This design comes from an exercise in tuning for small area on the open sky130 flow, not from production work. RTL that was checked went through simulation tests only; none was proved equivalent to the original. The clock port is modelled as an ideal driver, which makes a skipped or thinned clock tree look cheaper than it is; a real chip needs a root buffer or a tree. No activity file was given, so power comes from the tool's default toggle rates.

## run 1
## counter
module counter(
        input reset,
        input pause,
        input lap,
        input lap1,
        input lap2,
        input lap3,
        input clk_50M,
        output [6:0] seven_seg,
        output [3:0] an,
        output led0,
        output led1,
        output led2,
        output led3,
        output led4,
        output led5,
        output led6,
        output led7,
        output dp
    );
==> module counter, before the edit <==
module counter(
        input reset,
        input pause,
        input lap,
        input lap1,
        input lap2,
        input lap3,
        input clk_50M,
        output [6:0] seven_seg,
        output [3:0] an,
        output led0,
        output led1,
        output led2,
        output led3,
        output led4,
        output led5,
        output led6,
        output led7,
        output dp
    );
    reg [5:0] m;         
    reg       started;
    wire [5:0] q = ~m;
    wire       jl = q[1] & q[0];                  
    wire [5:0] q_next = {q[5] ^ (jl & (&q[4:2])),
                         q[4] ^ (jl & q[3] & q[2]),
                         q[3] ^ (jl & q[2]),
                         q[2] ^ jl,
                         q[0],
                         ~q[1]};
    always @(posedge clk_50M or posedge reset)
        if (reset) begin
            m       <= 6'b000000;
            started <= 1'b0;
        end else begin
            m       <= ~q_next;
            started <= 1'b1;
        end
    wire tick = (q == 6'b01_11_01);
    wire [1:0] pos = started ? q[3:2] : 2'b00;
    wire lap_event;
    debounce DB(.lap(lap), .clk(clk_50M), .ce(tick), .reset(reset), .event_o(lap_event));
    reg [3:0] cen, dec, s0, mn;
    reg [2:0] s1;
    wire e0 = tick & ~pause;
    wire e1 = e0 & cen[3] & cen[0];
    wire e2 = e1 & dec[3] & dec[0];
    wire e3 = e2 & s0[3] & s0[0];
    wire e4 = e3 & s1[2] & s1[0];
    always @(posedge clk_50M or posedge reset)
        if (reset) begin
            cen <= 4'd0; dec <= 4'd0; s0 <= 4'd0; s1 <= 3'd0; mn <= 4'd0;
        end else begin
            cen <= bcd_next(cen, e0);
            dec <= bcd_next(dec, e1);
            s0  <= bcd_next(s0,  e2);
            s1  <= {s1[2] ^ (e3 & s1[0] & (s1[1] | s1[2])),
                    s1[1] ^ (e3 & s1[0] & ~s1[2]),
                    s1[0] ^ e3};
            mn  <= {mn[3] ^ (e4 & (mn[3] | (mn[2] & mn[1] & mn[0]))),
                    mn[2] ^ (e4 & mn[1] & mn[0]),
                    mn[1] ^ (e4 & mn[0]),
                    mn[0] ^ (e4 & ~mn[3])};
        end
    function [3:0] bcd_next(input [3:0] d, input en);
        bcd_next = {d[3] ^ (en & d[0] & (d[3] | (d[2] & d[1]))),
                    d[2] ^ (en & d[1] & d[0]),
                    d[1] ^ (en & d[0] & ~d[3]),
                    d[0] ^ en};
    endfunction
    reg [1:0] lap_count;
    wire take = tick & lap_event;
    always @(posedge clk_50M or posedge reset)
        if (reset)
            lap_count <= 2'd0;
        else if (take && lap_count != 2'd3)
            lap_count <= {lap_count[1] ^ lap_count[0], ~lap_count[0]};
    wire [3:0] now_s1 = {1'b0, s1};
    wire [3:0] now_min = mn;
    wire [3:0] now_dig [0:3];
    assign now_dig[0] = cen; assign now_dig[1] = dec;
    assign now_dig[2] = s0;  assign now_dig[3] = now_s1;
    wire [1:0] jb = {q[0], ~(q[1] ^ q[0])};
    wire [3:0] nd = now_dig[pos];
    wire ent = (pos == 2'd0 - jb);
    wire ld1 = lap_event & (lap_count == 2'd0);
    wire ld2 = lap_event & (lap_count == 2'd1);
    wire ld3 = lap_event & (lap_count == 2'd2);
    reg [15:0] r1, r2, r3;
    reg [3:0]  n1, n2, n3;
    always @(posedge clk_50M) begin
        r1 <= {r1[11:0], (ld1 & ent) ? nd : r1[15:12]};
        r2 <= {r2[11:0], (ld2 & ent) ? nd : r2[15:12]};
        r3 <= {r3[11:0], (ld3 & ent) ? nd : r3[15:12]};
        if (ld1) n1 <= now_min;
        if (ld2) n2 <= now_min;
        if (ld3) n3 <= now_min;
    end
    wire v1 = lap1 & (lap_count != 2'd0);
    wire v2 = ~lap1 & lap2 & lap_count[1];
    wire v3 = ~lap1 & ~lap2 & lap3 & (lap_count == 2'd3);
    wire vt = ~lap1 & ~lap2 & ~lap3;
    wire [1:0] slot = pos - 2'd1 + jb;
    wire [15:0] rs = ({16{v1}} & r1) | ({16{v2}} & r2) | ({16{v3}} & r3);
    wire [3:0] digit = (rs >> {slot, 2'b00}) | ({4{vt}} & nd);
    wire [3:0] mins = ({4{v1}} & n1) | ({4{v2}} & n2) | ({4{v3}} & n3) | ({4{vt}} & now_min);
    decoder_2to4 D24(.in(pos), .out(an));
    hex7seg H1(.x(digit), .a_to_g(seven_seg));
    assign dp = ~(pos == 2'd2);
    assign led0 = |mins;
    assign led1 = mins[3] | mins[2] | mins[1];
    assign led2 = mins[3] | mins[2] | (mins[1] & mins[0]);
    assign led3 = mins[3] | mins[2];
    assign led4 = mins[3] | (mins[2] & (mins[1] | mins[0]));
    assign led5 = mins[3] | (mins[2] & mins[1]);
    assign led6 = mins[3] | (mins[2] & mins[1] & mins[0]);
    assign led7 = mins[3];
endmodule
==> flow/config.mk <==
export PLATFORM = sky130hd
export DESIGN_NAME = counter
export DESIGN_NICKNAME = counter
export VERILOG_FILES = /design/flow/design.v
export SDC_FILE = /design/flow/constraint.sdc
export NUM_CORES = 4
export LEC_CHECK = 0
export ABC_AREA = 1
export CAP_MARGIN = 20
export CORE_MARGIN = 2
export CORE_UTILIZATION = 70
export PLACE_DENSITY = 0.8
export SLEW_MARGIN = 20
==> flow/constraint.sdc <==
create_clock -name core_clock -period 10.0 [get_ports {clk_50M}]
set_input_delay 2.0000 -clock core_clock [delete_from_list [all_inputs] [get_ports {clk_50M}]]
set_output_delay 2.0000 -clock core_clock [all_outputs]
set_load 0.01 [all_outputs]
standard.sh (not shown) runs the stock make flow with config.mk's settings and CLKGATE_MAP_FILE= SYNTH_SCRIPT=/design/flow/synth_recipe.tcl, a recipe that flattens the netlist after the stock synthesis.
==> flow/flow/run.sh <==
#!/bin/bash
# Layout flow: the standard ORFS flow (standard.sh), with
#  - an area-only ABC mapping script for synthesis and no half-adder
#    extraction (registers are untouched by both),
#  - the smallest buffer for the port buffers,
#  - a small two-level clock tree (flow/cts.tcl: ORFS's cts.tcl with
#    clock_tree_synthesis replaced by a root buffer and 5 leaf buffers,
#    each driving one cluster of registers).
# Each tool's output goes to a log file of its own in the work folder.
set -euo pipefail
cd "$(dirname "$0")/.."
WORK=$PWD
S=$WORK/scripts_custom

# ORFS scripts folder identical to the original except for two files
mkdir -p "$S"
for f in "$FLOW_HOME"/scripts/*; do
    ln -sf "$f" "$S/"
done
rm -f "$S/abc_area.script" "$S/cts.tcl"
cp "$WORK/flow/abc_area.script" "$S/abc_area.script"
cp "$WORK/flow/cts.tcl" "$S/cts.tcl"

bash standard.sh synth SCRIPTS_DIR="$S" ABC_AREA=1 ADDER_MAP_FILE= \
    > "$WORK/synth.log" 2>&1
bash standard.sh finish SCRIPTS_DIR="$S" \
    BUFFER_PORTS_ARGS="-buffer_cell sky130_fd_sc_hd__buf_1" \
    MANUAL_CTS_LEAVES=5 \
    MANUAL_CTS_LEAF=sky130_fd_sc_hd__clkbuf_8 \
    MANUAL_CTS_ROOT=sky130_fd_sc_hd__clkbuf_4 \
    > "$WORK/layout.log" 2>&1
Other scripts of this flow, unchanged in this note and not shown: flow/flow/abc_area.script, flow/flow/cts.tcl
Run 1 completed every stage of the flow, and the final layout passed the timing, DRC and antenna checks.
#### Input delta (run 2 over run 1)
-- flow/design.v --
<<< run 1, line 83
    wire lap_event;
    debounce DB(.lap(lap), .clk(clk_50M), .ce(tick), .reset(reset), .event_o(lap_event));
    reg [3:0] cen, dec, s0, mn;
    reg [2:0] s1;
    wire e0 = tick & ~pause;
    wire e1 = e0 & cen[3] & cen[0];
>>> run 2, line 83
    wire lap_event;
    debounce DB(.lap(lap), .clk(clk_50M), .ce(tick), .reset(reset), .event_o(lap_event));
    wire [1:0] jb = {q[0], ~(q[1] ^ q[0])};
    reg [15:0] t;        
    reg [3:0]  mn;       
    wire [3:0] cen = t[7:4], dec = t[11:8], s0 = t[15:12];
    wire [2:0] s1 = t[2:0];
    wire e0 = tick & ~pause;
    wire e1 = e0 & cen[3] & cen[0];
<<< run 1, line 92
    always @(posedge clk_50M or posedge reset)
        if (reset) begin
            cen <= 4'd0; dec <= 4'd0; s0 <= 4'd0; s1 <= 3'd0; mn <= 4'd0;
        end else begin
            cen <= bcd_next(cen, e0);
            dec <= bcd_next(dec, e1);
            s0  <= bcd_next(s0,  e2);
            s1  <= {s1[2] ^ (e3 & s1[0] & (s1[1] | s1[2])),
                    s1[1] ^ (e3 & s1[0] & ~s1[2]),
                    s1[0] ^ e3};
            mn  <= {mn[3] ^ (e4 & (mn[3] | (mn[2] & mn[1] & mn[0]))),
                    mn[2] ^ (e4 & mn[1] & mn[0]),
                    mn[1] ^ (e4 & mn[0]),
                    mn[0] ^ (e4 & ~mn[3])};
        end
    function [3:0] bcd_next(input [3:0] d, input en);
>>> run 2, line 95
    always @(posedge clk_50M or posedge reset)
        if (reset) begin
            t  <= 16'd0;
            mn <= 4'd0;
        end else begin
            t  <= {bcd_next(dec, e1), bcd_next(cen, e0),
                   t[3],
                   s1[2] ^ (e3 & s1[0] & (s1[1] | s1[2])),
                   s1[1] ^ (e3 & s1[0] & ~s1[2]),
                   s1[0] ^ e3,
                   bcd_next(s0, e2)};
            mn <= {mn[3] ^ (e4 & (mn[3] | (mn[2] & mn[1] & mn[0]))),
                   mn[2] ^ (e4 & mn[1] & mn[0]),
                   mn[1] ^ (e4 & mn[0]),
                   mn[0] ^ (e4 & ~mn[3])};
        end
    function [3:0] bcd_next(input [3:0] d, input en);
<<< run 1, line 118
        else if (take && lap_count != 2'd3)
            lap_count <= {lap_count[1] ^ lap_count[0], ~lap_count[0]};
    wire [3:0] now_s1 = {1'b0, s1};
    wire [3:0] now_min = mn;
    wire [3:0] now_dig [0:3];
    assign now_dig[0] = cen; assign now_dig[1] = dec;
    assign now_dig[2] = s0;  assign now_dig[3] = now_s1;
    wire [1:0] jb = {q[0], ~(q[1] ^ q[0])};
    wire [3:0] nd = now_dig[pos];
    wire ent = (pos == 2'd0 - jb);
    wire ld1 = lap_event & (lap_count == 2'd0);
    wire ld2 = lap_event & (lap_count == 2'd1);
>>> run 2, line 122
        else if (take && lap_count != 2'd3)
            lap_count <= {lap_count[1] ^ lap_count[0], ~lap_count[0]};
    wire ld1 = lap_event & (lap_count == 2'd0);
    wire ld2 = lap_event & (lap_count == 2'd1);
<<< run 1, line 132
    reg [3:0]  n1, n2, n3;
    always @(posedge clk_50M) begin
        r1 <= {r1[11:0], (ld1 & ent) ? nd : r1[15:12]};
        r2 <= {r2[11:0], (ld2 & ent) ? nd : r2[15:12]};
        r3 <= {r3[11:0], (ld3 & ent) ? nd : r3[15:12]};
        if (ld1) n1 <= now_min;
        if (ld2) n2 <= now_min;
        if (ld3) n3 <= now_min;
    end
    wire v1 = lap1 & (lap_count != 2'd0);
>>> run 2, line 128
    reg [3:0]  n1, n2, n3;
    always @(posedge clk_50M) begin
        r1 <= {r1[11:0], ld1 ? t[15:12] : r1[15:12]};
        r2 <= {r2[11:0], ld2 ? t[15:12] : r2[15:12]};
        r3 <= {r3[11:0], ld3 ? t[15:12] : r3[15:12]};
        if (ld1) n1 <= mn;
        if (ld2) n2 <= mn;
        if (ld3) n3 <= mn;
    end
    wire v1 = lap1 & (lap_count != 2'd0);
<<< run 1, line 144
    wire vt = ~lap1 & ~lap2 & ~lap3;
    wire [1:0] slot = pos - 2'd1 + jb;
    wire [15:0] rs = ({16{v1}} & r1) | ({16{v2}} & r2) | ({16{v3}} & r3);
    wire [3:0] digit = (rs >> {slot, 2'b00}) | ({4{vt}} & nd);
    wire [3:0] mins = ({4{v1}} & n1) | ({4{v2}} & n2) | ({4{v3}} & n3) | ({4{vt}} & now_min);
    decoder_2to4 D24(.in(pos), .out(an));
    hex7seg H1(.x(digit), .a_to_g(seven_seg));
>>> run 2, line 140
    wire vt = ~lap1 & ~lap2 & ~lap3;
    wire [1:0] slot = pos - 2'd1 + jb;
    wire [15:0] rs = ({16{v1}} & r1) | ({16{v2}} & r2) | ({16{v3}} & r3) | ({16{vt}} & t);
    wire [3:0] digit = rs >> {slot, 2'b00};
    wire [3:0] mins = ({4{v1}} & n1) | ({4{v2}} & n2) | ({4{v3}} & n3) | ({4{vt}} & mn);
    decoder_2to4 D24(.in(pos), .out(an));
    hex7seg H1(.x(digit), .a_to_g(seven_seg));
Findings:
The via count of the routed design in run 2 is 1.07 times that in run 1. Post-layout worst setup margin | run 2 above run 1. Net switching power figure (run 2 vs. run 1) increases by a few percent. Going from run 1 to run 2, flip-flop and latch count grows by 1.1%. Per the comparison of run 2 with run 1, largest net degree at the start of global routing fell by 10, final clock period utilization by the worst path fell by 0.92 points, power density normalized to cell area rose by 1.3%, synthesized area fell by 1.0%.
No functional check of the RTL was part of run 1. No run of this note takes its clock network from TritonCTS; it comes from the design's own scripts or RTL.

-- static timing again, ports no longer ideal --
No port has a modelled driver above. Below, the same layouts with a new extraction and two added sets of constraints.
Step 1 assumes that a clkbuf_16 drives the clock port and a buf_2 every other input.
Step 2 also shifts input and output timing later by t, the mid clock arrival at the registers, as if the neighbouring blocks saw the same clock.
Slacks: ideal ports / drivers / drivers and shift; pairs: ideal ports / drivers.
| run | t (ns) | setup slack, ns | slew at the worst register clock pin (ns) | cell pins on the clock port's net |
|---|---|---|---|---|
| run 1 | 0.396 | 3.435 / 3.399 / 3.399 | 0.11 / 0.11 | 1 |
| run 2 | 0.422 | 3.527 / 3.502 / 3.502 | 0.12 / 0.12 | 1 |
After both steps every run listed still meets setup and hold. The setup slack of run 1, which loses most, moves by -0.036 ns with the drivers and by -0.036 ns with both steps.
